From an optimization exercise on the open Yosys and OpenROAD flow, aimed at small area and a short achievable clock period; shortcuts taken in it are not production practice.
The RTL was checked by simulation tests, not by an equivalence proof against the original design.
Power figures rest on the tool's default switching activity, not on a simulated workload.

run A:
## mac
module mac(
     input [11:0] Ain,
     input [11:0] Bin,
     input clk,reset,
     output [24:0] Mac_out
);
Size in the first run: about 580 cells after synthesis, roughly 40 flip-flops, ~51 I/O pins, about 0.0057 mm² of cells after synthesis.
clock: 12.5 ns
lec_check: 0
cap_margin: 20
core_margin: 2
core_utilization: 60
cts_buf_list: sky130_fd_sc_hd__clkbuf_16
slew_margin: 20
synth_hierarchical: 1
standard.sh (not shown) runs the stock make flow with config.mk's settings and CLKGATE_MAP_FILE= SYNTH_SCRIPT=/design/flow/synth_recipe.tcl, a recipe that flattens the netlist after the stock synthesis.
==> flow/flow/run.sh <==
#!/bin/bash
# The standard layout (the standard.sh, standard synthesis unchanged), with
# two options: the port buffers are buf_1 cells, and the setup repair aims at
# a slack margin of 7.25 ns.  ORFS keeps each step's log in orfs/logs; the make
# output goes to standard.log.
set -o pipefail
bash standard.sh BUFFER_PORTS_ARGS="-buffer_cell sky130_fd_sc_hd__buf_1" SETUP_SLACK_MARGIN=7.25 finish > standard.log 2>&1
Here is what was changed in the inputs of run B compared with run A.
Settings: swapping sky130_fd_sc_hd__clkbuf_16 for sky130_fd_sc_hd__clkbuf_4 sky130_fd_sc_hd__clkbuf_8 in CTS_BUF_LIST.
==> flow/flow/run.sh <==
#!/bin/bash
# The standard layout (the standard.sh, standard synthesis unchanged), with
# two options: the port buffers are buf_2 cells, and the setup repair aims at
# a slack margin of 7.0 ns.  ORFS keeps each step's log in orfs/logs; the make
# output goes to standard.log.
set -o pipefail
bash standard.sh BUFFER_PORTS_ARGS="-buffer_cell sky130_fd_sc_hd__buf_2" SETUP_SLACK_MARGIN=7.0 finish > standard.log 2>&1
==> notes.md <==
Run B does better than run A on total power.
The run showing the smaller combinational group share of total power is run A.
Compound-gate portion of the synthesized area of run B is on par with run A.
Compared run B vs run A, and share of power burned in the clock network is down in run B.
As far as area after synthesis goes, run A and run B are indistinguishable; the numbers are identical.
Here is what was changed in the inputs of run C compared with run B.
==> flow/flow/run.sh <==
#!/bin/bash
# The standard layout (the standard.sh, standard synthesis unchanged), with
# two options: the port buffers are buf_1 cells, and the setup repair aims at
# a slack margin of 7.1 ns.  ORFS keeps each step's log in orfs/logs; the make
# output goes to standard.log.
set -o pipefail
bash standard.sh BUFFER_PORTS_ARGS="-buffer_cell sky130_fd_sc_hd__buf_1" SETUP_SLACK_MARGIN=7.1 finish > standard.log 2>&1
--- outcome ---
The area added between synthesis and finish of run C falls short of that of run B by 0.31 points.
Summary of run C over run B: maximum number of pins on one net before global-route repair saw little to no change, final total power increased 0.0080 mW, sequential share of layout area flat.
Measured against each other, run C and run B differ in multi-input gate share of the layout cell area, the lower figure coming from run B.
Going from run B to run C, met3 wire length grew by a little under 10%.
For the worst setup slack, run C came in 0.061 ns lower than run B did.
Against run B, global-route wire length before repair in run C rose slightly.
In run C, via count of the routed design is higher than in run B.
Edits applied to the flow inputs when going from run C to run D:
Settings: CTS_CLUSTER_DIAMETER newly set to 200; CTS_CLUSTER_SIZE newly set to 40.
==> flow/flow/run.sh <==
#!/bin/bash
# The standard layout (the standard.sh, standard synthesis unchanged), with
# two options: the port buffers are buf_2 cells, and the setup repair aims at
# a slack margin of 7.25 ns.  ORFS keeps each step's log in orfs/logs; the make
# output goes to standard.log.
set -o pipefail
bash standard.sh BUFFER_PORTS_ARGS="-buffer_cell sky130_fd_sc_hd__buf_2" SETUP_SLACK_MARGIN=7.25 finish > standard.log 2>&1
Looking only at transition time at the pin with the least slew margin, and setting everything else aside, the lower value of run C and run D goes to run D. Clock buffer count in the final layout delta (run C -> run D): insignificant. Changes observed in run D relative to run C: sequential share of layout area now sits at about the same level, clock network fraction of total power now sits lower, peak fanout along the critical path now sits at about the same level, maximum clock frequency now sits higher. Per the comparison of run D with run C, non-clock buffer count in the final layout stayed essentially flat; depth of the critical timing path with buffers and inverters included rose by 1.
Inputs modified between run D and run E:
Settings: CTS_CLUSTER_SIZE: 40 -> unset; CTS_CLUSTER_DIAMETER: 200 -> unset.
==> flow/flow/run.sh <==
#!/bin/bash
# The standard layout (the standard.sh, standard synthesis unchanged), with
# two options: the port buffers are buf_1 cells, and the setup repair aims at
# a slack margin of 7.25 ns.  ORFS keeps each step's log in orfs/logs; the make
# output goes to standard.log.
set -o pipefail
bash standard.sh BUFFER_PORTS_ARGS="-buffer_cell sky130_fd_sc_hd__buf_1" SETUP_SLACK_MARGIN=7.25 finish > standard.log 2>&1
Results
- Changes observed in run E relative to run D: arrival time reported for the critical path endpoint flat, post-synthesis to final-layout area growth up 0.37 points, post-layout instance area up about 0.35%, via count of the first global-routing pass down about 5.6%.
- Run comparison: run E launch point of the worst path Ain[5]; run D launch point of the worst path Bin[2]
- Final cell count delta (run E -> run D): insignificant

## afterwards: timing with drivers on the ports
The flow's constraints put no driver on any port. The routed layouts listed below were extracted and timed again, unchanged, in two steps.
Step 1, drivers: a clkbuf_16 drives clk and a buf_2 each remaining input, both assumed.
Step 2 adds t to the input delays and takes it off the output delays; t is the mean of the earliest and latest rising clock arrival at the registers after step 1. Input paths then give back, and output paths get back, about the clock's delay inside the block.
Three values: ideal, step 1, step 2; two values: the first two.
| run | t, ns | setup slack, ns | clock arrival spread, ns | worst slew at a driven data input, ns | pins driven straight from the clock port |
|---|---|---|---|---|---|
| run A | 0.322 | 7.318 / 7.336 / 7.014 | 0.008 / 0.008 | 0.03 | 1 |
| run B | 0.334 | 7.290 / 7.300 / 6.966 | 0.006 / 0.006 | 0.03 | 1 |
| run C | 0.332 | 7.229 / 7.240 / 6.908 | 0.005 / 0.005 | 0.03 | 1 |
| run D | 0.334 | 7.322 / 7.336 / 7.002 | 0.009 / 0.009 | 0.03 | 1 |
| run E | 0.332 | 7.329 / 7.344 / 7.013 | 0.014 / 0.013 | 0.03 | 1 |
After both steps setup and hold are still met in every run listed. For run B, which loses most, drivers alone change the setup slack by +0.010 ns; drivers and shift together by -0.324 ns.
